Context: an optimization exercise on an open-source flow, tuned for small area. The choices shown serve that exercise and are no tape-out recipe. Where RTL was checked, it was by simulation tests only, not by an equivalence proof against the original. Function not checked in runs 5 and 6: the RTL went through the layout flow alone. Power and IR drop assume default switching activity.

==> config.mk <==
export PLATFORM = sky130hd
export DESIGN_NAME = drvAd56x3
export DESIGN_NICKNAME = drvAd56x3
export VERILOG_FILES = /design/flow/design.v
export SDC_FILE = /design/flow/constraint.sdc
export NUM_CORES = 4
export LEC_CHECK = 0
export CAP_MARGIN = 0
export CORE_MARGIN = 2
export CORE_UTILIZATION = 40
export CTS_BUF_LIST = sky130_fd_sc_hd__clkbuf_8
export SLEW_MARGIN = 0
==> constraint.sdc <==
create_clock -name core_clock -period 10.0 [get_ports {clk}]
set_input_delay 2.0000 -clock core_clock [delete_from_list [all_inputs] [get_ports {clk}]]
set_output_delay 2.0000 -clock core_clock [all_outputs]
set_load 0.01 [all_outputs]
==> design.v <==
module drvAd56x3_parm
    (input  logic                 clk,
     input  logic                 reset,
     input  logic         [2 : 0] avsAdr,
     input  logic                 avsWr,
     input  logic        [15 : 0] avsWrData,
     input  logic                 avsRd,
     output logic        [15 : 0] avsRdData,
     output logic                 genSel,
     output logic                 chSwap,
     output logic        [15 : 0] ceDivider,
     output logic signed [15 : 0] incrRate0,
     output logic signed [15 : 0] incrRate1);
    localparam logic DEFAULT_GEN_SEL = 1'b0;
    localparam logic DEFAULT_CH_SWAP = 1'b0;
    localparam int DEFAULT_CE_DIVIDER = 125;
    localparam int DEFAULT_INCR_RATE0 = +1;
    localparam int DEFAULT_INCR_RATE1 = -1;
    always_ff @(posedge clk, posedge reset)
    if (reset) begin
        avsRdData <= '0;
        genSel    <= DEFAULT_GEN_SEL;
        chSwap    <= DEFAULT_CH_SWAP;
        ceDivider <= (16)'(DEFAULT_CE_DIVIDER);
        incrRate0 <= (16)'(DEFAULT_INCR_RATE0);
        incrRate1 <= (16)'(DEFAULT_INCR_RATE1);
    end else begin
        if (avsWr) begin
            case (avsAdr)
                4'd0: begin
                    if (avsWrData[0]) begin
                        genSel    <= DEFAULT_GEN_SEL;
                        chSwap    <= DEFAULT_CH_SWAP;
                        ceDivider <= (16)'(DEFAULT_CE_DIVIDER);
                        incrRate0 <= (16)'(DEFAULT_INCR_RATE0);
                        incrRate1 <= (16)'(DEFAULT_INCR_RATE1);
                    end
                end
                4'd1: genSel    <= avsWrData[0];
                4'd2: chSwap    <= avsWrData[0];
                4'd3: ceDivider <= avsWrData;
                4'd4: incrRate0 <= avsWrData;
                4'd5: incrRate1 <= avsWrData;
                default: ;
            endcase            
        end
        if (avsRd) begin
            case (avsAdr)
                4'd1: avsRdData <= genSel;
                4'd2: avsRdData <= chSwap;
                4'd3: avsRdData <= ceDivider;
                4'd4: avsRdData <= incrRate0;
                4'd5: avsRdData <= incrRate1;
                default: avsRdData <= '0;
            endcase        
        end
    end
endmodule
module drvAd56x3_gen
   #(parameter DATA_WIDTH = 14)
    (input  logic                           clk,
     input  logic                           reset,
     input  logic                  [15 : 0] ceDivider,
     input  logic                  [15 : 0] incrRate0,
     input  logic                  [15 : 0] incrRate1,
     input  logic                           genRdy,    
     output logic                           genValid,
     output logic          [DATA_WIDTH-1 : 0] genData0,
     output logic          [DATA_WIDTH-1 : 0] genData1);
    logic [15 : 0] cntP1;
    logic          cntEnd;
    assign cntEnd   = (cntP1 == ceDivider);
    assign genValid = genRdy & cntEnd;
    always_ff @(posedge clk, posedge reset)
    if (reset) begin
        genData0 <= '0;
        genData1 <= '0;
        cntP1    <= 16'd1;
    end else begin
        if (cntEnd) begin
            if (genRdy) begin
                cntP1    <= 16'd1;
                genData0 <= genData0 + incrRate0[DATA_WIDTH-1 : 0];
                genData1 <= genData1 + incrRate1[DATA_WIDTH-1 : 0];
            end
        end else begin
            cntP1 <= cntP1 + 1'd1;
        end
    end
endmodule
module drvAd56x3_core
   #(parameter DATA_WIDTH = 14)
    (input  logic                    clk,
     input  logic                    reset,
     input  logic                    coreValid0,
     input  logic [DATA_WIDTH-1 : 0] coreData0,
     input  logic                    coreValid1,
     input  logic [DATA_WIDTH-1 : 0] coreData1,
     output logic                    coreRdy,
     output logic                    dacSync,
     output logic                    dacSclk,
     output logic                    dacDin);
    logic [5 : 0] phase;
    logic [4 : 0] bitCnt;
    logic         sclkSync;
    logic         channel;    
    logic         startData;
    logic         waitEnd;    
    logic [DATA_WIDTH-1 : 0] dataReg, dataBReg;
    logic         bitSel;
    assign bitCnt   = phase[5 : 1];
    assign sclkSync = phase[0];
    assign dacSclk  = ~sclkSync;
    assign dacSync  = bitCnt[4] & bitCnt[3];
    assign waitEnd  = (phase == 6'd57);
    assign coreRdy  = (bitCnt == 5'd28) & ~channel & ~startData;
    always_ff @(posedge clk, posedge reset)
    if (reset) begin
        phase     <= 6'd48;
        channel   <= 1'b0;
        startData <= 1'b0;
        dataBReg  <= '0;
    end else begin
        if (waitEnd)
            phase <= (channel | startData) ? 6'd0 : 6'd56;
        else
            phase <= phase + 1'd1;
        if (phase == 6'd47)
            channel <= ~channel;
        if (coreValid0 & coreRdy)
            startData <= 1'b1;
        else if (sclkSync)
            startData <= 1'b0;
        if (coreValid1)
            dataBReg <= coreData1;
    end
    always_ff @(posedge clk)
    if (coreValid0 & coreRdy)
        dataReg <= coreData0;
    else if (waitEnd & channel)
        dataReg <= dataBReg;
    always_comb
    begin
        if (bitCnt[4:3] == 2'b00)
            bitSel = channel & bitCnt[1] & bitCnt[0];
        else if (bitCnt[4:3] == 2'b01)
            bitSel = dataReg[13 - bitCnt[2:0]];
        else if (bitCnt[4:3] == 2'b10 && bitCnt[2:0] < 3'd6)
            bitSel = dataReg[5 - bitCnt[2:0]];
        else
            bitSel = 1'b0;
    end
    assign dacDin = bitSel;
endmodule
module drvAd56x3
   #( parameter SIGN_A = "UNSIGNED",  
                SIGN_B = "UNSIGNED",
                DATA_WIDTH    = 14,   
                SCLK_DIVIDER  = 2,    
                SYNC_DURATION = 5)    
    (input logic                     clk,
     input logic                     reset,
     input  logic            [2 : 0] avsAdr,
     input  logic                    avsWr,
     input  logic           [15 : 0] avsWrData,
     input  logic                    avsRd,
     output logic           [15 : 0] avsRdData,
     input  logic                    asiValid0,
     input  logic [DATA_WIDTH-1 : 0] asiData0,
     output logic                    asiRdy0,
     input  logic                    asiValid1,
     input  logic [DATA_WIDTH-1 : 0] asiData1,
     output logic                    asiRdy1,
     output logic                    dacSync,
     output logic                    dacSclk,
     output logic                    dacDin);
    localparam logic XOR_A = (SIGN_A == "SIGNED") ? 1'b1 : 1'b0;
    localparam logic XOR_B = (SIGN_B == "SIGNED") ? 1'b1 : 1'b0;
    logic          genSel;
    logic          chSwap;
    logic [15 : 0] ceDivider;
    logic [15 : 0] incrRate0;
    logic [15 : 0] incrRate1;
    logic                    genValid;
    logic [DATA_WIDTH-1 : 0] genData0, genData1;
    logic                    chValid0, chValid1;
    logic [DATA_WIDTH-1 : 0] chData0, chData1;
    logic                    coreValid0, coreValid1;
    logic [DATA_WIDTH-1 : 0] coreData0, coreData1;
    logic                    coreRdy;
    drvAd56x3_parm
    drvAd56x3_parmInst
         (.clk      (clk      ),
          .reset    (reset    ),
          .avsAdr   (avsAdr   ),
          .avsWr    (avsWr    ),
          .avsWrData(avsWrData),
          .avsRd    (avsRd    ),
          .avsRdData(avsRdData),
          .genSel   (genSel   ),
          .chSwap   (chSwap   ),
          .ceDivider(ceDivider),
          .incrRate0(incrRate0),
          .incrRate1(incrRate1));
    drvAd56x3_gen
        #(.DATA_WIDTH(DATA_WIDTH))
    drvAd56x3_genInst
         (.clk      (clk      ),
          .reset    (reset    ),
          .ceDivider(ceDivider),
          .incrRate0(incrRate0),
          .incrRate1(incrRate1),
          .genRdy   (genSel & coreRdy),
          .genValid (genValid ),
          .genData0 (genData0 ),
          .genData1 (genData1 ));
    drvAd56x3_core
        #(.DATA_WIDTH(DATA_WIDTH))
    drvAd56x3_coreInst
        (.clk       (clk       ),
         .reset     (reset     ),
         .coreValid0(coreValid0),
         .coreData0 (coreData0 ),
         .coreValid1(coreValid1),
         .coreData1 (coreData1 ),
         .coreRdy   (coreRdy   ),
         .dacSync   (dacSync   ),
         .dacSclk   (dacSclk   ),
         .dacDin    (dacDin    ));
    assign chValid0 = (genSel) ? genValid : asiValid0;
    assign chData0  = (genSel) ? genData0 : asiData0;
    assign chValid1 = (genSel) ? genValid : asiValid1;
    assign chData1  = (genSel) ? genData1 : asiData1;
    assign coreValid0 = (chSwap) ? chValid1 : chValid0;
    assign coreData0  = ((chSwap) ? chData1 : chData0) ^ {XOR_A, {DATA_WIDTH-1{1'b0}}};
    assign coreValid1 = (chSwap) ? chValid0 : chValid1;
    assign coreData1  = ((chSwap) ? chData0 : chData1) ^ {XOR_B, {DATA_WIDTH-1{1'b0}}};
    assign asiRdy0 = ~genSel & coreRdy;
    assign asiRdy1 = ~genSel & coreRdy;
endmodule
==> flow/run.sh <==
#!/bin/bash
# Own layout flow: the standard synthesis with an area-oriented ABC script
# (only the ABC mapping script differs), then the standard ORFS layout with
# buf_1 port buffers. Each tool's output goes to a log file in this folder.
set -euo pipefail
W=$PWD
rm -rf "$W/synscripts"
cp -r "$FLOW_HOME/scripts" "$W/synscripts"
cp "$W/flow/abc_area.script" "$W/synscripts/abc_speed.script"
bash standard.sh SCRIPTS_DIR="$W/synscripts" synth > "$W/synth.log" 2>&1
bash standard.sh 'BUFFER_PORTS_ARGS=-buffer_cell sky130_fd_sc_hd__buf_1' finish > "$W/layout.log" 2>&1
==> flow/abc_area.script <==
strash
ifraig
dc2
dch -f
amap -m -F 4 -A 8
topo
==> standard.sh <==
#!/bin/bash
# synth_recipe.tcl (not shown) runs the flow's synth.tcl, then flattens the netlist and writes it again
# the make line also repeats each setting of config.mk as NAME=value (left out here)
make -C /OpenROAD-flow-scripts/flow DESIGN_CONFIG=/design/flow/config.mk WORK_HOME=/design/flow/orfs CLKGATE_MAP_FILE= SYNTH_SCRIPT=/design/flow/synth_recipe.tcl "${@:-finish}"
==> results of run 1 <==
-- worst max-delay path: stages --
cell,delay (ps)
buf_1,170
clkinv_1,180
nor3_2,770
nor2b_1,530
clkinv_1,430
o21ai_1,730
o22ai_1,160
-- report_power, final --
| group | leakage [uW] | internal, uW | switching [uW] |
|---|---|---|---|
| registers | 0.00180 | 703 | 73.9 |
| logic | 0.00142 | 120 | 185 |
| clock network | 0.000207 | 230 | 261 |
-- per-layer routing --
metal,vias to the layer above,wire length (um),share of wire (%),global-route usage (%)
met2,215,9200,46,33.1
li1,3129,-,-,-
met5,-,0,0,0
met1,3059,9480,47,30.1
met3,17,1100,5.5,4.14
met4,0,293,1.5,7.07
-- synthesized netlist by cell type (3+ instances only) --
cell and instances:
a22o_1 18, nor3_1 12, a221o_1 14, nand2_1 42
o22a_1 20, o21bai_1 6, dfrtp_1 106, dfstp_2 26
edfxtp_1 14, a222oi_1 15, o21a_1 5, nor2_1 102
o21ai_0 56, clkinv_1 112, nand3_1 11, o22ai_1 81
nand4_1 4, ha_1 32, a221oi_1 3, nor4_1 4
a21oi_1 71, o221ai_1 5
-- cell families after synthesis --
logic type	share of synthesized area [%]
AND/OR/NAND/NOR	10.4
adder cells (fa/ha/maj)	5.95
buffers and inverters	5.78
AO/OA/AOI/OAI	27.1
flip-flops	50.7
-- path summary, 6_finish.rpt --
| check | end | slack (ps) | cells after the start |
|---|---|---|---|
| worst max-delay path | drvAd56x3_parmInst.ceDivider[12] | 5330 | 7 |
| worst min-delay path | drvAd56x3_parmInst.incrRate0[0] | 490 | 2 |
| worst max register to register | drvAd56x3_coreInst.dataReg[6] | 6120 | 12 |
| worst min register to register | drvAd56x3_parmInst.incrRate0[0] | 490 | 2 |
| max in group asynchronous | drvAd56x3_genInst.genData1[11] | 7110 | 3 |
| min in group asynchronous | drvAd56x3_parmInst.avsRdData[4] | 1620 | 2 |
-- state kept, by name (all words and copies together) (netlist names) --
register,flops
drvAd56x3_coreInst.dataBReg,14
drvAd56x3_parmInst.ceDivider,16
drvAd56x3_coreInst.channel,1
drvAd56x3_coreInst.startData,1
drvAd56x3_genInst.genData0,14
drvAd56x3_parmInst.chSwap,1
drvAd56x3_parmInst.incrRate1,16
drvAd56x3_parmInst.incrRate0,16
drvAd56x3_genInst.cntP1,16
drvAd56x3_coreInst.phase,6
drvAd56x3_coreInst.dataReg,14
drvAd56x3_genInst.genData1,14
drvAd56x3_parmInst.avsRdData,16
drvAd56x3_parmInst.genSel,1
-- layout make-up --
type / count / area [um^2] / share of cell area [%]
clock buffer: 17 / 234 / 2.77
clock inverter: 15 / 169 / 2.00
inverter: 112 / 425 / 5.03
multi-input combinational: 524 / 3240 / 38.3
sequential: 146 / 3760 / 44.4
tap: 229 / 287 / 3.39
timing repair buffer: 83 / 349 / 4.13
-- through the flow --
step | cells | util (%) | hold slack (ps) | cell area [um^2] | power [uW]
floorplan | 783 | - | 441 | 7400 | 985
finish | 1126 | 46.8 | 486 | 8460 | 1570
detailed placement | 1094 | 44.5 | 473 | 8050 | 1090
global placement | 1094 | 44.5 | 469 | 8050 | 1090
global route | 1126 | 46.8 | 510 | 8460 | 1660
CTS | 1126 | 46.8 | 488 | 8460 | 1580
==> reports/metrics.csv, run 1 <==
metric,value,unit
first_global_vias,6056,
crit_arrival,4990,ps
fin_worst_skew,12.9,ps
syn_area,7400,um^2
rsz0062_at_grt,no,
area_growth,14.2,%
synth_edf_count,14,
die_h,140,um
antenna_found_initial,0,
syn_avg_cell_area,9.46,um^2
ys.flop_type,dfrtp_1,
relSlewSlack,24.6,%
insertion_delay,470,ps
routed_wirelength,20100,um
max_freq,0.214,GHz
period_share,46.7,%
post_cts_resized,0,
regToRegStartpoint,drvAd56x3_genInst.cntP1[0],
required,10310,ps
dieArea,19600,um^2
drtPass1Iterations,22,
worstMarginPinSlew,1120,ps
drv_slew,0,
vias_per_cell,5.70,
die_x,140,um
synth.area.top_cells,"dfrtp_1, dfstp_2, o22ai_1",
hold_violations,0,
ys_seq_area_share,50.7,%
async_flop_share,90.4,%
grt-ovfl-total,0,
synth_top_area_share,35.8,%
status,"complete, no violations",
hold_class,flop to flop,
setup.worst_path.start_class,primary input,
core-area,18100,um^2
clk_pin_slew,90,ps
drive_above_1_share,8.03,%
p_leak,0.00343,uW
ir_worst_vdd,0.0973,mV
criticalPathCategory,primary input to flop,
io_buffers,73,
synth_nets,870,
drc,0,
layout_commonest_cell,clkinv_1,
h-tree-depth,4,
most-common-layout-cells,"clkinv_1, dfrtp_1, nor2_1, o22ai_1, buf_1",
root_buffer,clkbuf_8,
layout_setup_ws,5330,ps
crit_start,avsAdr[1],
dp_worst_setup_slack,4880,ps
clk_path_buf_depth,2,
synth.largest_area_cell,dfrtp_1,
ys_seq_elements,146,
synth_cell_types,38,
first_iter_violations,604,
yosys_warnings,3,
gp_congestion,0.904,
fill_cells,1780,
pin_count,74,
finalSetupTns,0,ps
cts_sinks,146,
wire_per_inst,17.8,um
drtAntennaViolNets,0,
period_needed,4670,ps
cts_buffers,17,
cts_tree,yes,
dp_hpwl,14800,um
grt_use_total,21.3,%
end_kind,flop,
crit_fanout,17,
setup_violations,0,
maxCapViolations,0,
rows,49,
grt_max_degree,70,
hold_start,drvAd56x3_parmInst.incrRate0[0],
power_density,186,nW/um^2
grt_pass1_wl,32600,um
nNetsFinal,971,
vias,6420,
cts_setup_buffers,0,
cts_hold_buf,0,
initial_utilization,40.9,%
synthCells,783,
antennaDiodeCount,0,
==> run 2: changes to the inputs <==
==> run.sh (new file) <==
#!/bin/bash
# synth_recipe.tcl (not shown) runs the flow's synth.tcl, then flattens the netlist and writes it again
# the make line also repeats each setting of config.mk as NAME=value (left out here)
make -C /OpenROAD-flow-scripts/flow DESIGN_CONFIG=/design/flow/config.mk WORK_HOME=/design/flow/orfs CLKGATE_MAP_FILE= SYNTH_SCRIPT=/design/flow/synth_recipe.tcl finish
--- a/config.mk
+++ b/config.mk
@@ -6,7 +6,6 @@
 export NUM_CORES = 4
 export LEC_CHECK = 0
-export CAP_MARGIN = 0
+export CAP_MARGIN = 20
 export CORE_MARGIN = 2
 export CORE_UTILIZATION = 40
-export CTS_BUF_LIST = sky130_fd_sc_hd__clkbuf_8
-export SLEW_MARGIN = 0
+export SLEW_MARGIN = 20
removed: flow/run.sh
removed: flow/abc_area.script
removed: standard.sh
==> reports/metrics.csv, run 2 <==
metric,value,unit,change
most-common-layout-cells,"dfrtp_1, clkdlybuf4s50_1, nand2_1, nor2_1, o21ai_0",,
synth_top_area_share,31.2,%,-4.7 points
r2r_cells,6,,-6
regToRegStartpoint,drvAd56x3_parmInst.ceDivider[2],,
post_cts_resized,0,,unchanged
async_flop_share,90.4,%,unchanged
crit_arrival,2580,ps,-2410 ps
dp_hpwl,15600,um,+5.4%
regToRegSetupSlack,6670,ps,+550 ps
syn_area,8510,um^2,+15%
synth.largest_area_cell,dfrtp_1,,
synthCells,765,,-2.3%
finalSetupTns,0,ps,unchanged
synth.most_common_cell,dfrtp_1,,
root_buffer,clkbuf_16,,
cp.depth,5,,-2
cts_tree,yes,,
pin_count,74,,unchanged
drc,0,,unchanged
setup_violations,0,,unchanged
max_stage_delay,580,ps,-190 ps
fin_worst_skew,9.69,ps,-3.25 ps
end_kind,primary output,,
rows,53,,+8.2%
drtAntennaViolNets,0,,unchanged
relSlewSlack,38.6,%,+14 points
yosys_warnings,3,,unchanged
crit_start,drvAd56x3_coreInst.phase[1],,
hold_violations,0,,unchanged
ys_seq_area_share,44.1,%,-6.6 points
ys_seq_elements,146,,unchanged
endpoint,dacDin,,
drv_slew,0,,unchanged
drtPass1Iterations,6,,-73%
grt_pass1_wl,34700,um,+6.5%
dieArea,22500,um^2,+14%
hold_class,flop to flop,,
crit_fanout,9,,-8
synth_cell_types,63,,+66%
layout_setup_ws,5420,ps,+89.0 ps
max_freq,0.218,GHz,+1.9%
placed_area,9430,um^2,+17%
worstMarginPinSlew,918,ps,-205 ps
ir_worst_vdd,0.114,mV,+17%
antenna_found_initial,0,,unchanged
first_iter_violations,409,,-32%
antennaDiodeCount,0,,unchanged
die_x,150,um,+7.0%
crit_family,multiplexers,,
period_needed,4580,ps,-89.0 ps
path_buf_inv,1,,-2
p_leak,0.00412,uW,+20%
worstPathCellList,mux4_2 > mux2_2 > a31oi_1 > o22ai_1 > clkdlybuf4s50_1,,
synth_edf_count,14,,unchanged
drive_above_1_share,16.2,%,+8.2 points
initial_utilization,40.6,%,-0.33 points
crit_slowest_cell,dfrtp_1,,
h-tree-depth,4,,unchanged
cts_hold_buf,0,,unchanged
grt_use_total,20.3,%,-1.0 points
cts_buffers,17,,unchanged
die_h,150,um,+7.0%
period_share,45.8,%,-0.89 points
gp_congestion,0.850,,-6.0%
grt_max_degree,72,,+2.9%
required,8000,ps,-2310 ps
syn_avg_cell_area,11.1,um^2,+18%
wire_per_inst,19.3,um,+8.3%
rsz0062_at_grt,no,,
dp_worst_setup_slack,5740,ps,+864 ps
layout_commonest_cell,dfrtp_1,,
cts_setup_buffers,0,,unchanged
clk_pin_slew,70,ps,-20 ps
synth.area.top_cells,"dfrtp_1, mux4_2, dfstp_2",,
criticalPathCategory,flop to primary output,,
synth_nets,852,,-2.1%
synth_common_cells,"dfrtp_1, nand2_1, nor2_1",,
vias_per_cell,5.66,,-0.79%
grt-ovfl-total,0,,unchanged
cts_sinks,146,,unchanged
design_area,10000,um^2,+19%
clk_path_buf_depth,2,,unchanged
power_density,181,nW/um^2,-2.8%
setup.worst_path.start_class,flop,,
status,"complete, no violations",,
first_global_vias,6219,,+2.7%
maxCapViolations,0,,unchanged
timing.rr.end,drvAd56x3_coreInst.dataReg[8],,
vias,6273,,-2.3%
io_buffers,73,,unchanged
core-area,21000,um^2,+16%
area_growth,18.0,%,
nNetsFinal,908,,-6.5%
insertion_delay,430,ps,-40 ps
routed_wirelength,21400,um,+6.7%
ys.flop_type,dfrtp_1,,
[run 2: report_power, final]
group	leakage, uW	total [uW]	internal [uW]	switching [uW]
logic	0.00203	379	206	173
clock network	0.000286	652	391	261
registers	0.00180	784	698	85.5
total	0.00412	1810	1300	520
[run 2: layout make-up]
class	instances	area, um^2
clock buffers	22	475
inverters	30	118
clock inverters	10	124
fillers	1941	10900
flip-flops and latches	146	3760
well taps	275	344
repair buffers	79	776
multi-input cells	547	4440
[run 2: cells by family (layout without fill, tap and decap cells)]
group                    count (synthesis)  count (layout)  share of synthesized area (%)
AND/OR/NAND/NOR                        193             193                           11.1
XOR/XNOR                                41              41                           4.48
flip-flops                             146             146                           44.1
adder cells (fa/ha/maj)                 34              34                           5.17
AO/OA/AOI/OAI                          191             191                           15.6
multiplexers                            88              88                           15.8
buffers and inverters                   72             141                           3.79
[run 2: worst min path at each step]
stage | from | to | slack (ps) | cells past startpoint
3_3_place_gp | drvAd56x3_coreInst.dataBReg[5] | drvAd56x3_coreInst.dataBReg[5] | 490 | 1
3_5_place_dp | drvAd56x3_coreInst.dataBReg[3] | drvAd56x3_coreInst.dataBReg[3] | 490 | 1
2_1_floorplan | drvAd56x3_parmInst.ceDivider[0] | drvAd56x3_parmInst.ceDivider[0] | 470 | 2
5_1_grt | drvAd56x3_parmInst.incrRate0[14] | drvAd56x3_parmInst.incrRate0[14] | 520 | 1
4_1_cts | drvAd56x3_parmInst.incrRate0[14] | drvAd56x3_parmInst.incrRate0[14] | 510 | 1
6_report | drvAd56x3_coreInst.dataBReg[4] | drvAd56x3_coreInst.dataBReg[4] | 510 | 1
[run 2: per-stage QoR]
step | util, % | hold WS, ps | total power (uW) | cells
finish | 47.9 | 508 | 1810 | 1109
global route | 47.9 | 524 | 1900 | 1109
CTS | 47.9 | 509 | 1830 | 1109
floorplan | - | 469 | 1060 | 765
global placement | 45.0 | 492 | 1170 | 1077
detailed placement | 45.0 | 492 | 1170 | 1077
[run 2: per-layer routing]
layer / vias up / part of all wire [%] / global-route usage [%]
met4: 0 / 1.2 / 5.52
li1: 2958 / - / -
met1: 3140 / 50 / 29.5
met3: 14 / 4.5 / 4.09
met5: - / 0 / 0
met2: 161 / 45 / 30.8
[run 2: worst reg2reg max path: stages (launching register included)]
cell and delay [ps]:
dfstp_2 590, xnor2_1 140, nand4_1 200, nor4_4 620, nor2_1 170, a211oi_4 730, a21o_1 500
==> run 3: changes to the inputs <==
--- a/design.v
+++ b/design.v
@@ -70,6 +70,9 @@
     logic [15 : 0] cntP1;
     logic          cntEnd;
+    logic [DATA_WIDTH-1 : 0] step0, step1;
     assign cntEnd   = (cntP1 == ceDivider);
     assign genValid = genRdy & cntEnd;
+    assign step0    = incrRate0[DATA_WIDTH-1 : 0] & {DATA_WIDTH{genValid}};
+    assign step1    = incrRate1[DATA_WIDTH-1 : 0] & {DATA_WIDTH{genValid}};
     always_ff @(posedge clk, posedge reset)
     if (reset) begin
@@ -78,13 +81,10 @@
         cntP1    <= 16'd1;
     end else begin
-        if (cntEnd) begin
-            if (genRdy) begin
-                cntP1    <= 16'd1;
-                genData0 <= genData0 + incrRate0[DATA_WIDTH-1 : 0];
-                genData1 <= genData1 + incrRate1[DATA_WIDTH-1 : 0];
-            end
-        end else begin
-            cntP1 <= cntP1 + 1'd1;
-        end
+        genData0 <= genData0 + step0;
+        genData1 <= genData1 + step1;
+        if (genValid)
+            cntP1 <= 16'd1;
+        else
+            cntP1 <= cntP1 + {15'd0, ~cntEnd};
     end
 endmodule
==> flow/run.sh (new file) <==
#!/bin/bash
# Own layout flow. Synthesis is the standard synthesis with two changes to
# the combinational mapping only: ripple-carry adders (lcu_ripple.v) and an
# area-oriented ABC script. Layout is the standard ORFS flow with buf_1 port
# buffers and CTS without dummy loads. Each tool's output goes to its own log.
set -euo pipefail
W=$PWD
rm -rf "$W/synscripts"
cp -r "$FLOW_HOME/scripts" "$W/synscripts"
cp "$W/flow/abc_area.script" "$W/synscripts/abc_speed.script"
bash standard.sh SCRIPTS_DIR="$W/synscripts" \
  "SYNTH_OPERATIONS_ARGS=-extra-map $W/flow/lcu_ripple.v" \
  synth > "$W/synth.log" 2>&1
bash standard.sh \
  'BUFFER_PORTS_ARGS=-buffer_cell sky130_fd_sc_hd__buf_1' \
  'CTS_ARGS=-sink_clustering_enable -repair_clock_nets -buf_list sky130_fd_sc_hd__clkbuf_16 -sink_clustering_size 50 -sink_clustering_max_diameter 300 -dont_use_dummy_load' \
  finish > "$W/layout.log" 2>&1
==> flow/abc_area.script (new file) <==
strash
ifraig
dc2
dch -f
amap -m -F 4 -A 8
topo
==> flow/lcu_ripple.v (new file) <==
// ripple-carry lookahead unit: the carries of $alu are built as a chain
(* techmap_celltype = "$lcu" *)
module _80_lcu_ripple (P, G, CI, CO);
	parameter WIDTH = 2;
	(* force_downto *)
	input [WIDTH-1:0] P, G;
	input CI;
	(* force_downto *)
	output [WIDTH-1:0] CO;
	genvar i;
	generate
		for (i = 0; i < WIDTH; i = i + 1) begin : chain
			if (i == 0)
				assign CO[i] = G[i] | (P[i] & CI);
			else
				assign CO[i] = G[i] | (P[i] & CO[i-1]);
		end
	endgenerate
endmodule
==> standard.sh (new file) <==
#!/bin/bash
# synth_recipe.tcl (not shown) runs the flow's synth.tcl, then flattens the netlist and writes it again
# the make line also repeats each setting of config.mk as NAME=value (left out here)
make -C /OpenROAD-flow-scripts/flow DESIGN_CONFIG=/design/flow/config.mk WORK_HOME=/design/flow/orfs CLKGATE_MAP_FILE= SYNTH_SCRIPT=/design/flow/synth_recipe.tcl "${@:-finish}"
--- a/config.mk
+++ b/config.mk
@@ -6,6 +6,6 @@
 export NUM_CORES = 4
 export LEC_CHECK = 0
-export CAP_MARGIN = 20
+export CAP_MARGIN = 0
 export CORE_MARGIN = 2
 export CORE_UTILIZATION = 40
-export SLEW_MARGIN = 20
+export SLEW_MARGIN = 0
removed: run.sh
==> reports/metrics.csv, run 3 <==
metric,value,unit,change
post_cts_resized,0,,unchanged
drtAntennaViolNets,0,,unchanged
synth.most_common_cell,dfrtp_1,,
end_kind,flop,,
grt-ovfl-total,0,,unchanged
vias_per_cell,5.66,,+0.14%
area_growth,15.2,%,
nNetsFinal,806,,-11%
antennaDiodeCount,0,,unchanged
core-area,17100,um^2,-18%
synth.area.top_cells,"dfrtp_1, dfstp_2, fa_1",,
crit_fanout,32,,+23
max_freq,0.130,GHz,-40%
status,"complete, no violations",,
h-tree-depth,4,,unchanged
layout_setup_ws,2330,ps,-3090 ps
period_share,76.7,%,+31 points
synth_nets,706,,-17%
cts_sinks,146,,unchanged
crit_start,drvAd56x3_parmInst.genSel,,
finalSetupTns,0,ps,unchanged
fin_util,46.5,%,-1.4 points
cts_hold_buf,0,,unchanged
clk_path_buf_depth,2,,unchanged
sw_frac_of_total,27.1,%,-1.6 points
ys_seq_area_share,54.3,%,+10 points
synth_edf_count,14,,unchanged
grt_pass1_wl,28400,um,-18%
criticalPathCategory,flop to flop,,
insertion_delay,420,ps,about the same
p_int,1100,uW,-15%
die_h,135,um,-9.6%
relSlewSlack,23.0,%,-16 points
setup_violations,0,,unchanged
power_density,189,nW/um^2,+4.6%
cts_buffers,17,,unchanged
drive_above_1_share,7.83,%,-8.4 points
ys_seq_elements,146,,unchanged
hold_start,drvAd56x3_parmInst.avsRdData[4],,
maxCapViolations,0,,unchanged
dp_worst_setup_slack,2360,ps,-3380 ps
cts_setup_buffers,0,,unchanged
worstMarginPinSlew,1150,ps,+229 ps
dieArea,18300,um^2,-18%
ys.flop_type,dfrtp_1,,
period_needed,7670,ps,+3090 ps
syn_area,6910,um^2,-19%
hold_class,flop to flop,,
root_buffer,clkbuf_16,,
stdcell_count,927,,-16%
synth.largest_area_cell,dfrtp_1,,
rsz0062_at_grt,no,,
clock_power_share,33.1,%,-2.8 points
first_global_vias,5285,,-15%
synth_common_cells,"dfrtp_1, clkinv_1, o22ai_1",,
dp_cells,910,,-16%
drv_slew,0,,unchanged
seqPwrFrac,50.3,%,+7.1 points
rows,48,,-9.4%
drc,0,,unchanged
yosys_warnings,3,,unchanged
initial_utilization,40.4,%,-0.23 points
async_flop_share,90.4,%,unchanged
pin_count,74,,unchanged
grt_max_degree,75,,+4.2%
dp_hpwl,12800,um,-18%
io_buffers,73,,unchanged
drtPass1Iterations,5,,-1
most-common-layout-cells,"dfrtp_1, clkinv_1, buf_1, o22ai_1, o21ai_0",,
layout_commonest_cell,dfrtp_1,,
synthCells,604,,-21%
setup.worst_path.start_class,flop,,
clk_pin_slew,60,ps,about the same
routed_wirelength,17400,um,-19%
crit_arrival,8020,ps,+5440 ps
antenna_found_initial,0,,unchanged
p_leak,0.00336,uW,-18%
syn_avg_cell_area,11.4,um^2,+2.9%
gp_congestion,0.858,,+0.85%
synth_cell_types,35,,-44%
grt_use_total,20.5,%,+0.20 points
combPwrFrac,16.6,%,-4.3 points
ir_worst_vdd,0.131,mV,+15%
regToRegStartpoint,drvAd56x3_parmInst.genSel,,
p_switching,408,uW,-21%
wire_per_inst,18.8,um,-2.8%
required,10350,ps,+2350 ps
synth_top_area_share,38.4,%,+7.2 points
first_iter_violations,634,,+55%
die_x,135,um,-9.6%
vias,5251,,-16%
hold_violations,0,,unchanged
fin_worst_skew,24.2,ps,+14.5 ps
cts_tree,yes,,
run 3: changes by cell type in the layout (fill, tap and decap cells not counted), moves of 23 or more:
cell / delta
mux4_2: -31
xnor2_1: -29
o22ai_1: +53
inv_1: -29
nand2_1: -36
clkinv_1: +78
a22o_1: -23
buf_1: +73
mux2i_1: -26
a21oi_1: -24
clkdlybuf4s50_1: -73
nor2b_1: +24
run 3: worst max-delay path, stage by stage, from the launching register on:
cell      delay, ps
dfrtp_1         710
clkinv_1        650
nor3_2          100
buf_4           230
clkinv_1        420
nor2_1           90
ha_1            210
fa_1            390
fa_1            400
fa_1            390
fa_1            390
fa_1            390
fa_1            400
fa_1            420
fa_1            410
fa_1            400
fa_1            390
fa_1            410
fa_1            410
a21oi_1         200
nor2_1           70
a21oi_1         110
run 3: power by group through the flow:
stage | combinational (uW) | sequential, uW | clock, uW
3_5_place_dp | 250 | 766 | 0
6_report | 251 | 758 | 498
4_1_cts | 252 | 757 | 509
2_1_floorplan | 178 | 752 | 0
3_3_place_gp | 245 | 763 | 0
5_1_grt | 287 | 769 | 533
run 3: cells by family after synthesis:
| group | count (synthesis) | share of synthesized area [%] |
|---|---|---|
| DFF | 146 | 54.3 |
| buffers and inverters | 80 | 4.40 |
| xor gates and xnor gates | 1 | 0.127 |
| and+or+nand+nor | 112 | 7.53 |
| AOI/OAI and AO/OA | 216 | 22.1 |
| adders and majority gates | 49 | 11.5 |
run 3: through the flow:
| stage | hold WS (ps) | power (uW) | area [um^2] |
|---|---|---|---|
| floorplan | 465 | 929 | 6910 |
| global placement | 467 | 1010 | 7540 |
| detailed placement | 471 | 1020 | 7540 |
| CTS | 485 | 1520 | 7970 |
| global route | 502 | 1590 | 7970 |
| finish | 485 | 1510 | 7970 |
run 3: cell type report:
class | instances | area (um^2)
fillers | 1633 | 9150
flip-flops and latches | 146 | 3760
repair buffers | 82 | 342
clock buffers | 17 | 425
well taps | 225 | 282
inverters | 79 | 299
multi-input cells | 378 | 2860
run 3: metal layers:
metal | share of wire [%] | vias up | track usage (%)
met5 | 0 | - | 0
met4 | 2.1 | 0 | 7.29
met3 | 4.8 | 32 | 4.26
met2 | 49 | 147 | 33.0
met1 | 44 | 2620 | 27.6
li1 | - | 2452 | -
run 3: worst paths after layout:
check                                                        to  slack [ps]  cells after the start
worst max-delay path             drvAd56x3_genInst.genData0[13]        2330                     21
worst min-delay path            drvAd56x3_parmInst.avsRdData[4]         490                      2
worst max register to register   drvAd56x3_genInst.genData0[13]        2330                     21
worst min register to register  drvAd56x3_parmInst.avsRdData[4]         490                      2
max in group asynchronous           drvAd56x3_genInst.cntP1[13]        6890                      3
min in group asynchronous        drvAd56x3_coreInst.dataBReg[2]        1720                      2
==> run 4: changes to the inputs <==
--- a/flow/run.sh
+++ b/flow/run.sh
@@ -14,4 +14,4 @@
 bash standard.sh \
   'BUFFER_PORTS_ARGS=-buffer_cell sky130_fd_sc_hd__buf_1' \
-  'CTS_ARGS=-sink_clustering_enable -repair_clock_nets -buf_list sky130_fd_sc_hd__clkbuf_16 -sink_clustering_size 50 -sink_clustering_max_diameter 300 -dont_use_dummy_load' \
+  'CTS_ARGS=-sink_clustering_enable -repair_clock_nets -buf_list sky130_fd_sc_hd__clkbuf_8 -dont_use_dummy_load' \
   finish > "$W/layout.log" 2>&1
==> reports/metrics.csv, run 4 <==
metric,value,unit,change
status,"complete, no violations",,
antenna_found_initial,0,,unchanged
synth.largest_area_cell,dfrtp_1,,
regToRegSetupSlack,2330,ps,about the same
clk_path_buf_depth,2,,unchanged
required,10380,ps,+30 ps
placed_area,7540,um^2,unchanged
r2r_cells,21,,unchanged
worstMarginPinSlew,1140,ps,-7.77 ps
hold_end,drvAd56x3_parmInst.avsRdData[4],,
power_density,173,nW/um^2,-8.8%
ys.flop_type,dfrtp_1,,
syn_avg_cell_area,11.4,um^2,unchanged
hold_violations,0,,unchanged
die_x,135,um,unchanged
layout_commonest_cell,dfrtp_1,,
cts_setup_buffers,0,,unchanged
ys_seq_elements,146,,unchanged
sw_frac_of_total,28.9,%,+1.8 points
yosys.area_share.xor_xnor,0.127,%,unchanged
hold_path_depth,2,,unchanged
p_switching,388,uW,-5.0%
vias_per_cell,5.62,,-0.70%
die_h,135,um,unchanged
rsz0062_at_grt,no,,
grt_pass1_wl,28400,um,about the same
synth.area.top_cells,"dfrtp_1, dfstp_2, fa_1",,
synth_common_cells,"dfrtp_1, clkinv_1, o22ai_1",,
synth_nets,706,,unchanged
relSlewSlack,23.6,%,+0.52 points
yosys_warnings,3,,unchanged
ir_worst_vdd,0.114,mV,-14%
drtPass1Iterations,5,,unchanged
grt_max_degree,75,,unchanged
synth_top_area_share,38.4,%,unchanged
clk_pin_slew,70,ps,about the same
first_iter_violations,605,,-4.6%
drive_above_1_share,7.83,%,unchanged
rows,48,,unchanged
p_int,954,uW,-13%
insertion_delay,460,ps,+40 ps
setup.worst_path.start_class,flop,,
nNetsFinal,806,,unchanged
period_needed,7670,ps,-5.09 ps
timing.rr.end,drvAd56x3_genInst.genData0[13],,
io_buffers,73,,unchanged
first_global_vias,5273,,-0.23%
setup_violations,0,,unchanged
area_growth,12.5,%,
synth_top_family_by_area,compound AO/OA/AOI/OAI gates,,
cts_hold_buf,0,,unchanged
cts_buffers,17,,unchanged
drtAntennaViolNets,0,,unchanged
clock_power_share,24.9,%,-8.2 points
period_share,76.7,%,about the same
gp_congestion,0.858,,unchanged
crit_arrival,8040,ps,+20 ps
initial_utilization,40.4,%,unchanged
dieArea,18300,um^2,unchanged
drc,0,,unchanged
crit_fanout,32,,unchanged
synthAdderAreaFrac,11.5,%,unchanged
seqPwrFrac,56.4,%,+6.1 points
design_area,7770,um^2,-2.4%
hold_start,drvAd56x3_parmInst.avsRdData[4],,
ys_seq_area_share,54.3,%,unchanged
regToRegStartpoint,drvAd56x3_parmInst.genSel,,
yosys.area_share.simple,7.53,%,unchanged
synthCells,604,,unchanged
synth.most_common_cell,dfrtp_1,,
cts_tree,yes,,
h-tree-depth,4,,unchanged
cts_sinks,146,,unchanged
maxCapViolations,0,,unchanged
pin_count,74,,unchanged
synth-compound-area-share,22.1,%,unchanged
syn_area,6910,um^2,unchanged
finalSetupTns,0,ps,unchanged
drv_slew,0,,unchanged
grt-ovfl-total,0,,unchanged
synth_cell_types,35,,unchanged
end_kind,flop,,
synth_edf_count,14,,unchanged
hold_class,flop to flop,,
root_buffer,clkbuf_8,,
async_flop_share,90.4,%,unchanged
most-common-layout-cells,"dfrtp_1, clkinv_1, buf_1, o22ai_1, o21ai_0",,
routed_wirelength,17300,um,-0.37%
core-area,17100,um^2,unchanged
wire_per_inst,18.7,um,-0.37%
fin_worst_skew,34.1,ps,+9.97 ps
post_cts_resized,0,,unchanged
p_leak,0.00327,uW,-2.6%
grt_use_total,20.4,%,-0.052 points
yosys-mux-area-fraction,0,%,unchanged
dp_hpwl,12800,um,unchanged
vias,5214,,-0.70%
combPwrFrac,18.7,%,+2.1 points
antennaDiodeCount,0,,unchanged
max_freq,0.130,GHz,about the same
criticalPathCategory,flop to flop,,
-- run 4: changes by cell type in the layout (fill, tap and decap cells not counted) --
cell / change
clkbuf_16: -17
clkbuf_8: +17
-- run 4: area by class of cell --
cell class | instances | area (um^2)
clock buffer | 17 | 234
inverter | 79 | 299
tap | 225 | 282
sequential | 146 | 3760
fill | 1658 | 9340
timing repair buffer | 82 | 342
multi-input combinational | 378 | 2860
-- run 4: worst max-delay path: stages, from the launching register on --
cell and delay [ps]:
dfrtp_1 720, clkinv_1 640, nor3_2 100, buf_4 240, clkinv_1 420, nor2_1 90
ha_1 210, fa_1 390, fa_1 400, fa_1 390, fa_1 390, fa_1 390
fa_1 400, fa_1 420, fa_1 410, fa_1 400, fa_1 390, fa_1 410
fa_1 400, a21oi_1 200, nor2_1 70, a21oi_1 110
-- run 4: routing by layer --
| metal | global-route usage [%] | part of all wire (%) | up-vias |
|---|---|---|---|
| li1 | - | - | 2453 |
| met1 | 27.9 | 44 | 2568 |
| met3 | 4.00 | 5.3 | 28 |
| met2 | 32.5 | 49 | 165 |
| met4 | 7.52 | 1.9 | 0 |
| met5 | 0 | 0 | - |
-- run 4: cell families (layout without fill, tap and decap cells) --
kind of cell | count (synthesis) | in the layout
xor gates and xnor gates | 1 | 1
AOI/OAI and AO/OA | 216 | 216
buffers and inverters | 80 | 178
and+or+nand+nor | 112 | 112
adders and majority gates | 49 | 49
DFF | 146 | 146
-- run 4: through the flow --
| stage | setup slack (ps) | util, % | std cells | power (uW) | hold slack [ps] |
|---|---|---|---|---|---|
| after floorplan | 2920 | - | 604 | 929 | 465 |
| after global placement | 2550 | 44.1 | 910 | 1010 | 467 |
| after detailed placement | 2360 | 44.1 | 910 | 1020 | 471 |
| after CTS | 2340 | 45.4 | 927 | 1350 | 488 |
| after global routing | 1910 | 45.4 | 927 | 1420 | 507 |
| final | 2330 | 45.4 | 927 | 1340 | 488 |
-- run 4: how the worst max path moves through the flow --
| stage | endpoint | start | depth (start not counted) |
|---|---|---|---|
| after global placement | drvAd56x3_genInst.genData0[13] | drvAd56x3_parmInst.genSel | 21 |
| after CTS | drvAd56x3_genInst.genData0[13] | drvAd56x3_parmInst.genSel | 21 |
| final | drvAd56x3_genInst.genData0[13] | drvAd56x3_parmInst.genSel | 21 |
| after global routing | drvAd56x3_genInst.genData1[13] | drvAd56x3_parmInst.genSel | 21 |
| after floorplan | drvAd56x3_genInst.genData1[13] | drvAd56x3_parmInst.genSel | 20 |
| after detailed placement | drvAd56x3_genInst.genData0[13] | drvAd56x3_parmInst.genSel | 21 |
-- run 4: power groups by stage --
stage          clock, uW  sequential, uW  combinational (uW)
2_1_floorplan          0             752                 178
4_1_cts              344             756                 251
3_3_place_gp           0             763                 245
6_report             335             757                 251
5_1_grt              366             768                 287
3_5_place_dp           0             766                 250
==> run 5: changes to the inputs <==
--- a/design.v
+++ b/design.v
@@ -10,50 +10,40 @@
      output logic                 chSwap,
      output logic        [15 : 0] ceDivider,
-     output logic signed [15 : 0] incrRate0,
-     output logic signed [15 : 0] incrRate1);
-    localparam logic DEFAULT_GEN_SEL = 1'b0;
-    localparam logic DEFAULT_CH_SWAP = 1'b0;
-    localparam int DEFAULT_CE_DIVIDER = 125;
-    localparam int DEFAULT_INCR_RATE0 = +1;
-    localparam int DEFAULT_INCR_RATE1 = -1;
+     output logic        [15 : 0] incrRate0,
+     output logic        [15 : 0] incrRate1);
+    localparam logic [15 : 0] DEFAULT_CE_DIVIDER = 16'd125;
+    localparam logic [15 : 0] DEFAULT_INCR_RATE0 = 16'h0001;
+    localparam logic [15 : 0] DEFAULT_INCR_RATE1 = 16'hFFFF;
+    logic       init;      
+    logic [5:1] wrSel;     
+    logic [5:1] keep;      
+    assign init = reset | (avsWr & (avsAdr == 3'd0) & avsWrData[0]);
+    always_comb
+        for (int a = 1; a <= 5; a++) begin
+            wrSel[a] = ~reset & avsWr & (avsAdr == 3'(a));
+            keep[a]  = ~init & ~wrSel[a];
+        end
+    always_ff @(posedge clk) begin
+        genSel    <= (wrSel[1] & avsWrData[0]) | (keep[1] & genSel);
+        chSwap    <= (wrSel[2] & avsWrData[0]) | (keep[2] & chSwap);
+        ceDivider <= ({16{wrSel[3]}} & avsWrData) | ({16{keep[3]}} & ceDivider) |
+                     ({16{init}} & DEFAULT_CE_DIVIDER);
+        incrRate0 <= ({16{wrSel[4]}} & avsWrData) | ({16{keep[4]}} & incrRate0) |
+                     ({16{init}} & DEFAULT_INCR_RATE0);
+        incrRate1 <= ({16{wrSel[5]}} & avsWrData) | ({16{keep[5]}} & incrRate1) |
+                     ({16{init}} & DEFAULT_INCR_RATE1);
+    end
     always_ff @(posedge clk, posedge reset)
-    if (reset) begin
+    if (reset)
         avsRdData <= '0;
-        genSel    <= DEFAULT_GEN_SEL;
-        chSwap    <= DEFAULT_CH_SWAP;
-        ceDivider <= (16)'(DEFAULT_CE_DIVIDER);
-        incrRate0 <= (16)'(DEFAULT_INCR_RATE0);
-        incrRate1 <= (16)'(DEFAULT_INCR_RATE1);
-    end else begin
-        if (avsWr) begin
-            case (avsAdr)
-                4'd0: begin
-                    if (avsWrData[0]) begin
-                        genSel    <= DEFAULT_GEN_SEL;
-                        chSwap    <= DEFAULT_CH_SWAP;
-                        ceDivider <= (16)'(DEFAULT_CE_DIVIDER);
-                        incrRate0 <= (16)'(DEFAULT_INCR_RATE0);
-                        incrRate1 <= (16)'(DEFAULT_INCR_RATE1);
-                    end
-                end
-                4'd1: genSel    <= avsWrData[0];
-                4'd2: chSwap    <= avsWrData[0];
-                4'd3: ceDivider <= avsWrData;
-                4'd4: incrRate0 <= avsWrData;
-                4'd5: incrRate1 <= avsWrData;
-                default: ;
-            endcase            
-        end
-        if (avsRd) begin
-            case (avsAdr)
-                4'd1: avsRdData <= genSel;
-                4'd2: avsRdData <= chSwap;
-                4'd3: avsRdData <= ceDivider;
-                4'd4: avsRdData <= incrRate0;
-                4'd5: avsRdData <= incrRate1;
-                default: avsRdData <= '0;
-            endcase        
-        end
-    end
+    else if (avsRd)
+        case (avsAdr)
+            3'd1: avsRdData <= {15'd0, genSel};
+            3'd2: avsRdData <= {15'd0, chSwap};
+            3'd3: avsRdData <= ceDivider;
+            3'd4: avsRdData <= incrRate0;
+            3'd5: avsRdData <= incrRate1;
+            default: avsRdData <= '0;
+        endcase
 endmodule
 module drvAd56x3_gen
@@ -79,13 +69,13 @@
         genData0 <= '0;
         genData1 <= '0;
-        cntP1    <= 16'd1;
     end else begin
         genData0 <= genData0 + step0;
         genData1 <= genData1 + step1;
-        if (genValid)
-            cntP1 <= 16'd1;
-        else
-            cntP1 <= cntP1 + {15'd0, ~cntEnd};
-    end
+    end
+    always_ff @(posedge clk)
+    if (reset | genValid)
+        cntP1 <= 16'd1;
+    else
+        cntP1 <= cntP1 + {15'd0, ~cntEnd};
 endmodule
 module drvAd56x3_core
@@ -116,28 +106,22 @@
     assign coreRdy  = (bitCnt == 5'd28) & ~channel & ~startData;
     always_ff @(posedge clk, posedge reset)
-    if (reset) begin
-        phase     <= 6'd48;
-        channel   <= 1'b0;
-        startData <= 1'b0;
-        dataBReg  <= '0;
-    end else begin
-        if (waitEnd)
-            phase <= (channel | startData) ? 6'd0 : 6'd56;
-        else
-            phase <= phase + 1'd1;
-        if (phase == 6'd47)
-            channel <= ~channel;
-        if (coreValid0 & coreRdy)
-            startData <= 1'b1;
-        else if (sclkSync)
-            startData <= 1'b0;
-        if (coreValid1)
-            dataBReg <= coreData1;
-    end
+    if (reset)
+        phase <= 6'd48;
+    else if (waitEnd)
+        phase <= (channel | startData) ? 6'd0 : 6'd56;
+    else
+        phase <= phase + 1'd1;
+    always_ff @(posedge clk) begin
+        channel   <= ~reset & (channel ^ (phase == 6'd47));
+        startData <= ~reset & ((coreValid0 & coreRdy) | (startData & ~sclkSync));
+        dataBReg  <= ({DATA_WIDTH{~reset & coreValid1}} & coreData1) |
+                     ({DATA_WIDTH{~reset & ~coreValid1}} & dataBReg);
+    end
+    logic loadA, loadB;
+    assign loadA = coreValid0 & coreRdy;
+    assign loadB = waitEnd & channel;
     always_ff @(posedge clk)
-    if (coreValid0 & coreRdy)
-        dataReg <= coreData0;
-    else if (waitEnd & channel)
-        dataReg <= dataBReg;
+        dataReg <= ({DATA_WIDTH{loadA}} & coreData0) | ({DATA_WIDTH{loadB}} & dataBReg) |
+                   ({DATA_WIDTH{~loadA & ~loadB}} & dataReg);
     always_comb
     begin
--- a/config.mk
+++ b/config.mk
@@ -8,4 +8,4 @@
 export CAP_MARGIN = 0
 export CORE_MARGIN = 2
-export CORE_UTILIZATION = 40
+export CORE_UTILIZATION = 70
 export SLEW_MARGIN = 0
==> reports/metrics.csv, run 5 <==
metric,value,unit,change
status,"complete, no violations",,
vias_per_cell,6.64,,+18%
first_iter_violations,573,,-5.3%
drtPass1Iterations,6,,+1
die_h,100,um,-26%
fin_worst_skew,30.6,ps,-3.54 ps
first_global_vias,5638,,+6.9%
p_int,779,uW,-18%
timing.rr.end,drvAd56x3_genInst.genData1[13],,
synth.largest_area_cell,dfxtp_1,,
initial_utilization,71.5,%,+31 points
rsz0062_at_grt,no,,
required,10350,ps,-30 ps
hold_start,drvAd56x3_coreInst.dataReg[6],,
crit_fanout,44,,+38%
drive_above_1_share,4.22,%,-3.6 points
hold_path_depth,2,,unchanged
seqPwrFrac,59.1,%,+2.7 points
setup_violations,0,,unchanged
end_kind,flop,,
setup.worst_path.start_class,flop,,
die_x,100,um,-26%
wire_per_inst,19.8,um,+5.7%
crit_slowest_cell,clkinv_1,,
synth.most_common_cell,dfxtp_1,,
synth_nets,760,,+7.6%
cts_buffers,17,,unchanged
syn_avg_cell_area,9.89,um^2,-14%
dieArea,10100,um^2,-45%
period_needed,7760,ps,+95.1 ps
max_stage_delay,610,ps,-110 ps
ys_seq_area_share,48.8,%,-5.5 points
clock_power_share,32.8,%,+7.9 points
r2r_cells,24,,+14%
clk_path_buf_depth,2,,unchanged
insertion_delay,440,ps,-20 ps
layout_commonest_cell,dfxtp_1,,
regToRegSetupSlack,2240,ps,-100 ps
worstPathCellList,clkinv_1 > nor2_1 > a2111oi_0 > nand3_1 > or4_1 > nor3_1 > clkinv_1 > nor2_1 > ha_1 > fa_1 > fa_1 > fa_1 > fa_1 > fa_1 > fa_1 > fa_1 > fa_1 > fa_1 > fa_1 > fa_1 > fa_1 > a21oi_1 > nor2_1 > a21oi_1,,
dp_hpwl,11600,um,-8.8%
rows,35,,-27%
post_cts_resized,0,,unchanged
synth_edf_count,0,,-14
criticalPathCategory,flop to flop,,
pin_count,74,,unchanged
cts_sinks,146,,unchanged
cts_setup_buffers,0,,unchanged
max_freq,0.129,GHz,-1.2%
async_flop_share,34.2,%,-56 points
grt_max_degree,82,,+9.3%
crit_arrival,8110,ps,+70 ps
yosys_warnings,3,,unchanged
nNetsFinal,863,,+7.1%
io_buffers,73,,unchanged
crit_family,adder cells,,
routed_wirelength,17200,um,-0.78%
cts_tree,yes,,
antennaDiodeCount,0,,unchanged
gp_congestion,0.922,,+7.5%
vias,5774,,+11%
sw_frac_of_total,24.5,%,-4.4 points
most-common-layout-cells,"dfxtp_1, clkinv_1, buf_1, nor2_1, o22ai_1",,
ys.flop_type,dfxtp_1,,
synth_cell_types,33,,-5.7%
holdWs,471,ps,-17.5 ps
power,1030,uW,-23%
ys_seq_elements,146,,unchanged
drtAntennaViolNets,0,,unchanged
clk_pin_slew,80,ps,about the same
worstMarginPinSlew,1230,ps,+86.3 ps
core-area,9110,um^2,-47%
synth_top_area_share,29.5,%,-8.8 points
ir_worst_vdd,0.0963,mV,-15%
hold_violations,0,,unchanged
maxCapViolations,0,,unchanged
p_switching,252,uW,-35%
area_growth,11.3,%,
hold_class,flop to flop,,
finalSetupTns,0,ps,unchanged
root_buffer,clkbuf_8,,
regToRegStartpoint,drvAd56x3_parmInst.ceDivider[8],,
path_buf_inv,2,,-1
p_leak,0.00303,uW,-7.5%
drv_slew,0,,unchanged
relSlewSlack,17.5,%,-6.1 points
power_density,142,nW/um^2,-18%
synth.area.top_cells,"dfxtp_1, dfrtp_1, fa_1",,
synth_common_cells,"dfxtp_1, clkinv_1, nor2_1",,
antenna_found_initial,0,,unchanged
syn_area,6510,um^2,-5.8%
combPwrFrac,8.1,%,-11 points
h-tree-depth,4,,unchanged
hold_end,drvAd56x3_coreInst.dataReg[6],,
cts_hold_buf,0,,unchanged
grt_pass1_wl,28000,um,-1.2%
grt-ovfl-total,0,,unchanged
period_share,77.6,%,+0.95 points
synthCells,658,,+8.9%
critPathMostFrequentCell,fa_1,,
drc,0,,unchanged
grt_use_total,36.3,%,+16 points
==> run 5: cell count changes after synthesis, sizes merged, moves of 17 or more <==
cell	change
dfstp	-24
nor2b	-25
dfxtp	+96
nand2	+18
o22ai	-21
a21oi	+32
dfrtp	-58
o22a	-34
a32o	+18
o221ai	+17
nor2	+17
==> run 5: final cells by class <==
class                           instances  area, um^2
Tap cell                              111         139
Inverter                               90         338
Sequential cell                       146        3180
Fill cell                             620        1870
Multi-Input combinational cell        421        2990
Timing Repair Buffer                   85         368
Clock buffer                           17         234
==> run 5: cell families after synthesis <==
group | share of synthesized area [%]
AO/OA/AOI/OAI | 24.1
adder cells (fa/ha/maj) | 12.2
buffers and inverters | 5.31
flip-flops | 48.8
AND/OR/NAND/NOR | 9.61
==> run 5: routing by layer <==
layer  GRT usage, %  share of wire, %  vias to the layer above
met5              0                 0                        -
met1           50.4                41                     2767
li1               -                 -                     2651
met3           5.57               8.6                       47
met2           57.3                47                      309
met4           15.5               3.2                        0
==> run 5: worst max path at each step <==
stage,from,endpoint,cells past startpoint
after floorplan,drvAd56x3_parmInst.genSel,drvAd56x3_genInst.genData0[13],20
after global placement,drvAd56x3_parmInst.ceDivider[0],drvAd56x3_genInst.genData0[13],24
after detailed placement,drvAd56x3_parmInst.ceDivider[0],drvAd56x3_genInst.genData1[13],24
after CTS,drvAd56x3_parmInst.ceDivider[8],drvAd56x3_genInst.genData1[13],24
after global routing,drvAd56x3_parmInst.ceDivider[0],drvAd56x3_genInst.genData1[13],24
final,drvAd56x3_parmInst.ceDivider[8],drvAd56x3_genInst.genData1[13],24
==> run 5: power groups by stage <==
stage               clock network (uW)  logic, uW  registers [uW]
floorplan                            0       44.8             623
global placement                     0       77.4             620
detailed placement                   0       80.6             621
CTS                                338       81.4             609
global route                       360       91.8             611
finish                             339       83.4             609
==> run 5: stage by stage <==
step | setup slack (ps) | cell area [um^2] | utilization, % | std cells
floorplan | 2730 | 6510 | - | 658
global placement | 2670 | 7000 | 76.8 | 852
detailed placement | 2390 | 7000 | 76.8 | 852
CTS | 2260 | 7230 | 79.4 | 869
global route | 1810 | 7240 | 79.5 | 870
finish | 2240 | 7240 | 79.5 | 870
==> run 5: tightest hold or removal path: stages, from the launching register on <==
cell and delay (ps):
dfxtp_1 320, clkinv_1 40, o21ai_0 60
==> run 6: changes to the inputs <==
--- a/config.mk
+++ b/config.mk
@@ -8,4 +8,4 @@
 export CAP_MARGIN = 0
 export CORE_MARGIN = 2
-export CORE_UTILIZATION = 70
+export CORE_UTILIZATION = 40
 export SLEW_MARGIN = 0
==> reports/metrics.csv, run 6 <==
metric,value,unit,change
status,"complete, no violations",,
max_stage_delay,630,ps,+20 ps
ys.flop_type,dfxtp_1,,
ys_seq_elements,146,,unchanged
highest_layer,met4,,
dr_wl_met3,890,um,-40%
end_kind,flop,,
drive_above_1_share,4.35,%,+0.13 points
worstMarginPinSlew,988,ps,-237 ps
initial_utilization,41.0,%,-30 points
r2r_cells,21,,-13%
core-area,15900,um^2,+74%
hold_class,flop to flop,,
p_leak,0.00303,uW,about the same
synth_top_area_share,29.5,%,unchanged
antennaDiodeCount,0,,unchanged
ir_worst_vdd,0.0849,mV,-12%
fin_util,46.4,%,-33 points
grt_use_total,20.6,%,-16 points
post_cts_resized,0,,unchanged
crit_slowest_cell,dfxtp_1,,
drtAntennaViolNets,0,,unchanged
hold_end,drvAd56x3_coreInst.dataReg[9],,
vias,5530,,-4.2%
period_share,71.7,%,-5.9 points
holdWs,467,ps,-3.86 ps
drv_slew,0,,unchanged
cts_tree,yes,,
root_buffer,clkbuf_8,,
synth.largest_area_cell,dfxtp_1,,
cts_hold_buf,0,,unchanged
max_freq,0.139,GHz,+8.2%
regToRegSetupSlack,2830,ps,+590 ps
worstPathCellList,clkinv_1 > buf_4 > nor3_1 > clkinv_1 > nor2_1 > ha_1 > fa_1 > fa_1 > fa_1 > fa_1 > fa_1 > fa_1 > fa_1 > fa_1 > fa_1 > fa_1 > fa_1 > fa_1 > a21oi_1 > nor2_1 > a21oi_1,,
cts_setup_buffers,0,,unchanged
wl_met2,7890,um,-2.4%
synth_edf_count,0,,unchanged
regToRegStartpoint,drvAd56x3_parmInst.genSel,,
required,10360,ps,about the same
most-common-layout-cells,"dfxtp_1, clkinv_1, buf_1, nor2_1, o22ai_1",,
crit_fanout,32,,-27%
first_iter_violations,494,,-14%
power_density,140,nW/um^2,-1.8%
nNetsFinal,863,,unchanged
criticalPathCategory,flop to flop,,
rows,46,,+31%
dp_cells,957,,+12%
fin_worst_skew,22.1,ps,-8.50 ps
synth.most_common_cell,dfxtp_1,,
setup_violations,0,,unchanged
wire_per_inst,17.7,um,-10%
cts_sinks,146,,unchanged
dp_hpwl,12600,um,+8.0%
routed_wirelength,17300,um,+0.45%
period_needed,7170,ps,-586 ps
crit_arrival,7540,ps,-570 ps
finalSetupTns,0,ps,unchanged
drtPass1Iterations,5,,-1
hold_start,drvAd56x3_coreInst.dataReg[9],,
area_growth,13.3,%,
clk_path_buf_depth,2,,unchanged
pin_count,74,,unchanged
m1WireLength,8100,um,+14%
syn_avg_cell_area,9.89,um^2,unchanged
syn_area,6510,um^2,unchanged
drc,0,,unchanged
hold_path_depth,2,,unchanged
relSlewSlack,34.0,%,+17 points
yosys_warnings,3,,unchanged
fill_cells,1549,,+150%
dieArea,17300,um^2,+72%
setup.worst_path.start_class,flop,,
clk_pin_slew,80,ps,about the same
insertion_delay,450,ps,about the same
critPathMostFrequentCell,fa_1,,
die_h,132,um,+31%
synth.area.top_cells,"dfxtp_1, dfrtp_1, fa_1",,
synth_cell_types,33,,unchanged
first_global_vias,5461,,-3.1%
h-tree-depth,4,,unchanged
grt-ovfl-total,0,,unchanged
layout_commonest_cell,dfxtp_1,,
synth_nets,760,,unchanged
io_buffers,73,,unchanged
timing.rr.end,drvAd56x3_genInst.genData1[13],,
cts_buffers,17,,unchanged
maxCapViolations,0,,unchanged
grt_pass1_wl,28500,um,+1.5%
synth_common_cells,"dfxtp_1, clkinv_1, nor2_1",,
rsz0062_at_grt,no,,
grt_max_degree,49,,-40%
die_x,132,um,+31%
stdcell_count,975,,+12%
gp_congestion,0.913,,-1.0%
antenna_found_initial,0,,unchanged
async_flop_share,34.2,%,unchanged
ys_seq_area_share,48.8,%,unchanged
vias_per_cell,5.67,,-15%
hold_violations,0,,unchanged
synthCells,658,,unchanged
## run 6: cell types whose count changed in the layout (fill, tap and decap cells not counted)
cell and delta:
buf_6 -1, clkbuf_2 +1, nor3_1 -1, nor3_2 +1
## run 6: worst max path at each step
| stage | start | endpoint | slack, ps | cells past startpoint |
|---|---|---|---|---|
| floorplan | drvAd56x3_parmInst.genSel | drvAd56x3_genInst.genData0[13] | 2730 | 20 |
| global placement | drvAd56x3_parmInst.genSel | drvAd56x3_genInst.genData0[13] | 2960 | 21 |
| detailed placement | drvAd56x3_parmInst.genSel | drvAd56x3_genInst.genData1[13] | 2810 | 21 |
| CTS | drvAd56x3_parmInst.genSel | drvAd56x3_genInst.genData1[13] | 2790 | 21 |
| global route | drvAd56x3_parmInst.genSel | drvAd56x3_genInst.genData1[13] | 2290 | 21 |
| finish | drvAd56x3_parmInst.genSel | drvAd56x3_genInst.genData1[13] | 2830 | 21 |
## run 6: critical path, delay by kind of cell (launching register included)
family | cells | cell delay [ps]
AO/OA/AOI/OAI | 2 | 310
adder cells (fa/ha/maj) | 13 | 5310
buffers and inverters | 3 | 560
flip-flops | 1 | 630
AND/OR/NAND/NOR | 3 | 270
## run 6: cell families (layout without fill, tap and decap cells)
logic type      after synthesis  count (layout)  synth area share [%]
fa+ha+maj                    49              49                  12.2
flops                       146             146                  48.8
compound gates              228             228                  24.1
buf+inv                      91             192                  5.31
simple gates                144             144                  9.61
## run 6: per-layer routing
metal,global-route usage (%),up-vias
met4,8.03,0
met5,0,-
met1,28.5,2683
met2,32.0,179
met3,3.97,29
li1,-,2639
## run 6: final cells by class
type	count	area, um^2	area share, %
clock buffers	17	234	3.17
repair buffers	85	362	4.90
well taps	216	270	3.67
multi-input cells	421	2990	40.6
inverters	90	338	4.58
flip-flops and latches	146	3180	43.1
## run 6: through the flow
step / total power, uW / cell area [um^2] / worst slack [ps]
final: 1030 / 7370 / 2830
after CTS: 1040 / 7370 / 2790
after floorplan: 668 / 6510 / 2730
after global placement: 701 / 7130 / 2960
after global routing: 1070 / 7370 / 2290
after detailed placement: 703 / 7130 / 2810
## run 6: power by group
group,total (uW),leakage (uW),switching (uW),internal [uW]
Sequential,610,0.00146,9.61,600
Combinational,81.0,0.00145,52.9,28.1
Clock,340,0.000122,190,150
==> run 7: changes to the inputs <==
--- a/design.v
+++ b/design.v
@@ -118,10 +118,9 @@
                      ({DATA_WIDTH{~reset & ~coreValid1}} & dataBReg);
     end
-    logic loadA, loadB;
-    assign loadA = coreValid0 & coreRdy;
-    assign loadB = waitEnd & channel;
     always_ff @(posedge clk)
-        dataReg <= ({DATA_WIDTH{loadA}} & coreData0) | ({DATA_WIDTH{loadB}} & dataBReg) |
-                   ({DATA_WIDTH{~loadA & ~loadB}} & dataReg);
+    if (coreValid0 & coreRdy)
+        dataReg <= coreData0;
+    else if (waitEnd & channel)
+        dataReg <= dataBReg;
     always_comb
     begin
==> reports/metrics.csv, run 7 <==
metric,value,unit,change
required,10320,ps,-40 ps
hold_class,flop to flop,,
criticalPathCategory,flop to flop,,
io_buffers,73,,unchanged
post_cts_resized,0,,unchanged
root_buffer,clkbuf_8,,
power_density,142,nW/um^2,+1.3%
insertion_delay,460,ps,about the same
r2r_cells,19,,-9.5%
antennaDiodeCount,0,,unchanged
p_leak,0.00309,uW,+2.1%
layout_commonest_cell,clkinv_1,,
dp_hpwl,12400,um,-1.2%
regToRegSetupSlack,2390,ps,-440 ps
synth.largest_area_cell,dfxtp_1,,
crit_arrival,7930,ps,+390 ps
initial_utilization,41.1,%,+0.13 points
antenna_found_initial,0,,unchanged
relSlewSlack,10.5,%,-24 points
wire_per_inst,18.0,um,+1.6%
area_growth,12.8,%,
async_flop_share,34.2,%,unchanged
grt-ovfl-total,0,,unchanged
synth.area.top_cells,"dfxtp_1, dfrtp_1, o22ai_1",,
pin_count,74,,unchanged
gp_congestion,0.858,,-6.0%
crit_start,drvAd56x3_parmInst.genSel,,
ir_worst_vdd,0.0827,mV,-2.6%
synth_cell_types,39,,+18%
dieArea,17400,um^2,+0.66%
ys_seq_area_share,50.6,%,+1.8 points
yosys_warnings,3,,unchanged
vias,5343,,-3.4%
regToRegStartpoint,drvAd56x3_parmInst.genSel,,
synth.most_common_cell,clkinv_1,,
period_needed,7610,ps,+440 ps
drtAntennaViolNets,0,,unchanged
vias_per_cell,5.67,,about the same
clk_path_buf_depth,2,,unchanged
most-common-layout-cells,"clkinv_1, dfxtp_1, o22ai_1, buf_1, nor2_1",,
ys.flop_type,dfxtp_1,,
setup.worst_path.start_class,flop,,
syn_area,6550,um^2,+0.67%
status,"complete, no violations",,
rows,46,,unchanged
synth_common_cells,"clkinv_1, dfxtp_1, o22ai_1",,
core-area,15900,um^2,+0.36%
finalSetupTns,0,ps,unchanged
endpoint,drvAd56x3_genInst.genData1[13],,
setup_violations,0,,unchanged
h-tree-depth,4,,unchanged
ys_seq_elements,146,,unchanged
max_freq,0.131,GHz,-5.8%
fin_worst_skew,25.7,ps,+3.61 ps
cts_sinks,146,,unchanged
drc,0,,unchanged
end_kind,flop,,
timing.rr.end,drvAd56x3_genInst.genData1[13],,
hold_start,drvAd56x3_coreInst.startData,,
drtPass1Iterations,5,,unchanged
cts_tree,yes,,
maxCapViolations,0,,unchanged
die_x,132,um,+0.33%
grt_use_total,20.4,%,-0.20 points
first_iter_violations,398,,-19%
fin_util,46.4,%,about the same
grt_pass1_wl,27900,um,-2.0%
period_share,76.1,%,+4.4 points
syn_avg_cell_area,10.4,um^2,+5.3%
cts_setup_buffers,0,,unchanged
synth_edf_count,14,,+14
==> run 7: worst min-delay path by stage <==
| stage | to | cells past startpoint | slack, ps |
|---|---|---|---|
| 2_1_floorplan | drvAd56x3_coreInst.startData | 2 | 430 |
| 3_3_place_gp | drvAd56x3_coreInst.startData | 2 | 450 |
| 3_5_place_dp | drvAd56x3_coreInst.dataBReg[4] | 2 | 460 |
| 4_1_cts | drvAd56x3_coreInst.dataBReg[4] | 2 | 470 |
| 5_1_grt | drvAd56x3_coreInst.dataBReg[4] | 2 | 480 |
| 6_report | drvAd56x3_coreInst.startData | 2 | 470 |
==> run 7: area by class of cell <==
type | count | area [um^2]
clock buffer | 17 | 234
fill | 1538 | 8550
inverter | 92 | 345
multi-input combinational | 390 | 2890
sequential | 146 | 3320
tap | 216 | 270
timing repair buffer | 81 | 334
==> run 7: power by group <==
part	internal [uW]	switching (uW)	total [uW]
combinational	32.5	56.2	88.7
sequential	609	8.61	617
clock	150	192	341
total	791	256	1050
==> run 7: metrics by stage <==
step	total power, uW	hold slack (ps)	cell area, um^2	cells	worst slack (ps)
6_report	1050	468	7390	942	2390
4_1_cts	1060	470	7390	942	2330
3_3_place_gp	716	450	7160	925	2560
5_1_grt	1090	485	7390	942	1830
3_5_place_dp	719	462	7160	925	2350
2_1_floorplan	683	435	6550	629	2710
==> run 7: cells by family (layout without fill, tap and decap cells) <==
group | count (synthesis) | in the layout | synth area share, %
DFF | 146 | 146 | 50.6
buffers and inverters | 93 | 190 | 5.38
and+or+nand+nor | 127 | 127 | 8.69
adders and majority gates | 49 | 49 | 12.1
AOI/OAI and AO/OA | 214 | 214 | 23.2
==> run 7: routing by layer <==
layer,wire length (um),GRT usage (%),vias to the layer above,share of wire (%)
met5,0,0,-,0
met2,7860,32.1,175,46
li1,-,-,2564,-
met3,1010,4.61,37,6.0
met4,446,9.60,0,2.6
met1,7630,26.9,2567,45
==> run 7: critical path, cell delays in order (launching register included) <==
cell and delay, ps:
dfxtp_1 680, clkinv_1 670, nor3_1 190, clkinv_1 190, nor2_1 70, ha_1 220, fa_1 420, fa_1 430
fa_1 430, fa_1 430, fa_1 430, fa_1 420, fa_1 420, fa_1 420, fa_1 420, fa_1 440
fa_1 430, fa_1 410, o21ai_0 220, o21ai_0 130

Re-timed with assumed drivers on the ports (clkbuf_16 on the clock, buf_2 on other inputs), run 7 has 2.386 ns of setup slack against 2.386 ns with ideal ports, and 2.386 ns once port delays also move by the mid clock arrival of 0.479 ns.
